Background: an optimization exercise with open tools, aiming at small area. Do not read the settings as production practice. At most, simulation tests tie the RTL to the original design; equivalence was not proved. Power is estimated from default activity; no workload was simulated.

==> inputs of job 4349 <==
Design float_multiply, start of the top module:
module float_multiply (clk, reset, IN1, IN2, OUT);
input clk, reset;
input [31:0] IN1, IN2;
output [31:0] OUT;
reg [31:0] X1;
reg [31:0] X2;
reg [2:0]  stage;
reg [25:0] acc;    
reg        cf;     
wire changed = (IN1 != X1) || (IN2 != X2);
wire st0 = (stage == 3'd0);
wire st7 = (stage == 3'd7);
reg [3:0] digit;
always @(*) begin
    case (stage)
        3'd1: digit = X2[3:0];
        3'd2: digit = X2[7:4];
        3'd3: digit = X2[11:8];
        3'd4: digit = X2[15:12];
        3'd5: digit = X2[19:16];
        default: digit = {1'b1, X2[22:20]};
    endcase
end
wire [23:0] ma = {1'b1, X1[22:0]};
wire [23:0] pp0 = ma & {24{digit[0]}};
wire [23:0] pp1 = ma & {24{digit[1]}};
wire [23:0] pp2 = ma & {24{digit[2]}};
wire [23:0] pp3 = ma & {24{digit[3]}};
wire fs0;
wire fc0;
wire fs1;
wire fc1;
wire fs2;
wire fc2;
wire hs0;
wire hc0;
wire fs3;
wire fc3;
wire hs1;
wire hc1;
wire fs4;
wire fc4;
wire hs2;
wire hc2;
wire fs5;
wire fc5;
wire hs3;
wire hc3;
wire fs6;
wire fc6;
wire hs4;
wire hc4;
wire fs7;
wire fc7;
wire hs5;
wire hc5;
wire fs8;
wire fc8;
wire hs6;
wire hc6;
wire fs9;
wire fc9;
wire fs10;
wire fc10;
wire fs11;
wire fc11;
wire hs7;
wire hc7;
wire fs12;
wire fc12;
wire hs8;
wire hc8;
wire fs13;
wire fc13;
wire hs9;
wire hc9;
wire fs14;
wire fc14;
wire hs10;
wire hc10;
wire fs15;
wire fc15;
wire hs11;
wire hc11;
wire fs16;
wire fc16;
wire hs12;
wire hc12;
wire fs17;
wire fc17;
wire hs13;
wire hc13;
wire fs18;
wire fc18;
wire hs14;
wire hc14;
wire fs19;
wire fc19;
wire hs15;
wire hc15;
wire fs20;
wire fc20;
wire hs16;
wire hc16;
wire fs21;
wire fc21;
wire hs17;
wire hc17;
wire fs22;
wire fc22;
wire hs18;
wire hc18;
wire fs23;
wire fc23;
wire hs19;
wire hc19;
wire fs24;
wire fc24;
wire fs25;
wire fc25;
wire fs26;
wire fc26;
wire fs27;
wire fc27;
wire fs28;
wire fc28;
wire fs29;
wire fc29;
wire fs30;
wire fc30;
wire fs31;
wire fc31;
wire fs32;
wire fc32;
wire fs33;
wire fc33;
wire fs34;
wire fc34;
wire fs35;
wire fc35;
wire fs36;
wire fc36;
wire fs37;
wire fc37;
wire fs38;
wire fc38;
wire fs39;
wire fc39;
wire fs40;
wire fc40;
wire fs41;
wire fc41;
wire fs42;
wire fc42;
wire fs43;
wire fc43;
wire fs44;
wire fc44;
wire fs45;
wire fc45;
wire fs46;
wire fc46;
wire fs47;
wire fc47;
  ...
make LEC_CHECK=0 CAP_MARGIN=20 CORE_MARGIN=2 CORE_UTILIZATION=50 CTS_BUF_LIST=sky130_fd_sc_hd__clkbuf_8 SLEW_MARGIN=20 SYNTH_HIERARCHICAL=1 finish   # period 10.0 ns
run.sh (not shown) runs the stock make flow with config.mk's settings and CLKGATE_MAP_FILE= SYNTH_SCRIPT=/design/flow/synth_recipe.tcl, a recipe that flattens the netlist after the stock synthesis.
==> job 7816: changes against job 4349 <==
--- a/flow/design.v
+++ b/flow/design.v
@@ -415,14 +415,64 @@
     end else if (!st7) begin
         acc <= sum[27:2];
         cf <= cf_n;
     end
 end
-wire [25:0] t = acc + {cf, 12'd0};
-wire p47 = t[25];
-wire [22:0] v = p47 ? t[24:2] : t[23:1];
-wire rb = p47 ? t[1] : t[0];
-wire [22:0] frac = v + rb;
-wire [7:0] expo = X1[30:23] + X2[30:23] + 8'd129 + p47;
+wire p47 = acc[25] ^ (cf & (&acc[24:12]));
+wire [25:0] u;
+wire [26:0] uc;
+wire np47 = ~p47;
+ha u_t0 (.a(acc[0]), .b(np47), .s(u[0]), .co(uc[1]));
+fa u_t1 (.a(acc[1]), .b(p47), .c(uc[1]), .s(u[1]), .co(uc[2]));
+ha u_t2 (.a(acc[2]), .b(uc[2]), .s(u[2]), .co(uc[3]));
+ha u_t3 (.a(acc[3]), .b(uc[3]), .s(u[3]), .co(uc[4]));
+ha u_t4 (.a(acc[4]), .b(uc[4]), .s(u[4]), .co(uc[5]));
+ha u_t5 (.a(acc[5]), .b(uc[5]), .s(u[5]), .co(uc[6]));
+ha u_t6 (.a(acc[6]), .b(uc[6]), .s(u[6]), .co(uc[7]));
+ha u_t7 (.a(acc[7]), .b(uc[7]), .s(u[7]), .co(uc[8]));
+ha u_t8 (.a(acc[8]), .b(uc[8]), .s(u[8]), .co(uc[9]));
+ha u_t9 (.a(acc[9]), .b(uc[9]), .s(u[9]), .co(uc[10]));
+ha u_t10 (.a(acc[10]), .b(uc[10]), .s(u[10]), .co(uc[11]));
+ha u_t11 (.a(acc[11]), .b(uc[11]), .s(u[11]), .co(uc[12]));
+fa u_t12 (.a(acc[12]), .b(cf), .c(uc[12]), .s(u[12]), .co(uc[13]));
+ha u_t13 (.a(acc[13]), .b(uc[13]), .s(u[13]), .co(uc[14]));
+ha u_t14 (.a(acc[14]), .b(uc[14]), .s(u[14]), .co(uc[15]));
+ha u_t15 (.a(acc[15]), .b(uc[15]), .s(u[15]), .co(uc[16]));
+ha u_t16 (.a(acc[16]), .b(uc[16]), .s(u[16]), .co(uc[17]));
+ha u_t17 (.a(acc[17]), .b(uc[17]), .s(u[17]), .co(uc[18]));
+ha u_t18 (.a(acc[18]), .b(uc[18]), .s(u[18]), .co(uc[19]));
+ha u_t19 (.a(acc[19]), .b(uc[19]), .s(u[19]), .co(uc[20]));
+ha u_t20 (.a(acc[20]), .b(uc[20]), .s(u[20]), .co(uc[21]));
+ha u_t21 (.a(acc[21]), .b(uc[21]), .s(u[21]), .co(uc[22]));
+ha u_t22 (.a(acc[22]), .b(uc[22]), .s(u[22]), .co(uc[23]));
+ha u_t23 (.a(acc[23]), .b(uc[23]), .s(u[23]), .co(uc[24]));
+ha u_t24 (.a(acc[24]), .b(uc[24]), .s(u[24]), .co(uc[25]));
+ha u_t25 (.a(acc[25]), .b(uc[25]), .s(u[25]), .co(uc[26]));
+wire [22:0] frac = p47 ? u[24:2] : u[23:1];
+wire [7:0] ex = X1[30:23];
+wire [7:0] ey = X2[30:23];
+wire [7:0] es;
+wire [8:0] ec;
+assign ec[0] = p47;
+fa u_e0 (.a(ex[0]), .b(ey[0]), .c(ec[0]), .s(es[0]), .co(ec[1]));
+fa u_e1 (.a(ex[1]), .b(ey[1]), .c(ec[1]), .s(es[1]), .co(ec[2]));
+fa u_e2 (.a(ex[2]), .b(ey[2]), .c(ec[2]), .s(es[2]), .co(ec[3]));
+fa u_e3 (.a(ex[3]), .b(ey[3]), .c(ec[3]), .s(es[3]), .co(ec[4]));
+fa u_e4 (.a(ex[4]), .b(ey[4]), .c(ec[4]), .s(es[4]), .co(ec[5]));
+fa u_e5 (.a(ex[5]), .b(ey[5]), .c(ec[5]), .s(es[5]), .co(ec[6]));
+fa u_e6 (.a(ex[6]), .b(ey[6]), .c(ec[6]), .s(es[6]), .co(ec[7]));
+fa u_e7 (.a(ex[7]), .b(ey[7]), .c(ec[7]), .s(es[7]), .co(ec[8]));
+wire [7:0] ei;
+wire [8:0] eic;
+assign eic[0] = 1'b1;
+ha u_ei0 (.a(es[0]), .b(eic[0]), .s(ei[0]), .co(eic[1]));
+ha u_ei1 (.a(es[1]), .b(eic[1]), .s(ei[1]), .co(eic[2]));
+ha u_ei2 (.a(es[2]), .b(eic[2]), .s(ei[2]), .co(eic[3]));
+ha u_ei3 (.a(es[3]), .b(eic[3]), .s(ei[3]), .co(eic[4]));
+ha u_ei4 (.a(es[4]), .b(eic[4]), .s(ei[4]), .co(eic[5]));
+ha u_ei5 (.a(es[5]), .b(eic[5]), .s(ei[5]), .co(eic[6]));
+ha u_ei6 (.a(es[6]), .b(eic[6]), .s(ei[6]), .co(eic[7]));
+ha u_ei7 (.a(es[7]), .b(eic[7]), .s(ei[7]), .co(eic[8]));
+wire [7:0] expo = {~ei[7], ei[6:0]};
 wire zero = (X1[30:0] == 31'd0) || (X2[30:0] == 31'd0);
 assign OUT = (st7 && !zero) ? {X1[31] ^ X2[31], expo, frac} : 32'd0;
 endmodule
==> flow/flow/run.sh (new file) <==
#!/bin/bash
# Standard layout, with the port buffers made from the smallest buffer cell.
set -euo pipefail
bash standard.sh BUFFER_PORTS_ARGS="-buffer_cell sky130_fd_sc_hd__buf_1" finish > flow.log 2>&1
==> flow/standard.sh (new file) <==
#!/bin/bash
# synth_recipe.tcl (not shown) runs the flow's synth.tcl, then flattens the netlist and writes it again
# the make line also repeats each setting of config.mk as NAME=value (left out here)
make -C /OpenROAD-flow-scripts/flow DESIGN_CONFIG=/design/flow/config.mk WORK_HOME=/design/flow/orfs CLKGATE_MAP_FILE= SYNTH_SCRIPT=/design/flow/synth_recipe.tcl "${@:-finish}"
removed: flow/run.sh
==> notes.md <==
	job 7816	job 4349
Leak pwr	0.003542 uW	0.003833 uW
Switch Pwr	1097 uW	1203 uW
Area of the die	0.01712 sq mm	0.01895 sq mm
Initial drt markers	339	454
Stages on the worst setup path	31	26
PnR Total Power	2563 uW	2638 uW
Die W	130.9 microns	137.7 microns
Share of the synthesized area in compound gates (AO/OA/AOI/OAI)	0.02644	0.08391
Worst Setup Path Type	reg2out	reg2reg
Cell taking the most area after synthesis	sky130_fd_sc_hd__fa_1	sky130_fd_sc_hd__edfxtp_1
Detailed-routed wire length on met3	756 microns	1.101 mm
FP Rows	46	48
Worst slack after detailed placement	1.187 ns	1.156 ns
Inverter count	13	16
Status	timing/DRC/antenna clean	timing/DRC/antenna clean
Library cell appearing most often on the critical path	sky130_fd_sc_hd__ha_1	sky130_fd_sc_hd__fa_1
Die extent in y	130.9 microns	137.7 microns
Switching part of the total	0.4281	0.4561
Worst setup EP type	primary output	register
Worst-margin pin slew	1.033 ns	0.9480 ns
Final clock skew	0.01930 ns	0.01524 ns
Post-layout minimum cycle time	9.221 ns	8.934 ns
Met1 track demand over resource	0.3426	0.3639
Met2 track utilization from global routing	0.3851	0.4292
Cell Count Post-Placement	951	1,143
Final GP Congestion	0.9238	0.8931
Most common library cell in the layout ignoring fill and taps	sky130_fd_sc_hd__fa_1	sky130_fd_sc_hd__clkdlybuf4s50_1
Function not checked in job 4349: the RTL went through the layout flow alone.

## port drivers added, routing unchanged
The results above use ideal ports. As a check the final layouts listed here were re-extracted and re-timed, cells and wires unchanged. Step 1 (the two cells are an assumption about what drives the block):
set clk [get_ports {clk}]
set_driving_cell -lib_cell sky130_fd_sc_hd__clkbuf_16 $clk
set_driving_cell -lib_cell sky130_fd_sc_hd__buf_2 [delete_from_list [all_inputs] $clk]
Step 2 adds t to the input delays and takes it off the output delays; t is the mean of the earliest and latest rising clock arrival at the registers after step 1. Input paths then give back, and output paths get back, about the clock's delay inside the block. Three values: ideal ports, drivers, drivers and shift; two values: the first two.
run | shift t [ns] | slack for setup (ns) | pins driven straight from the clock port
job 4349 | 0.429 | 1.066 / 1.066 / 1.066 | 1
job 7816 | 0.428 | 0.779 / 0.740 / 1.168 | 1
After both steps every run listed still meets setup and hold.
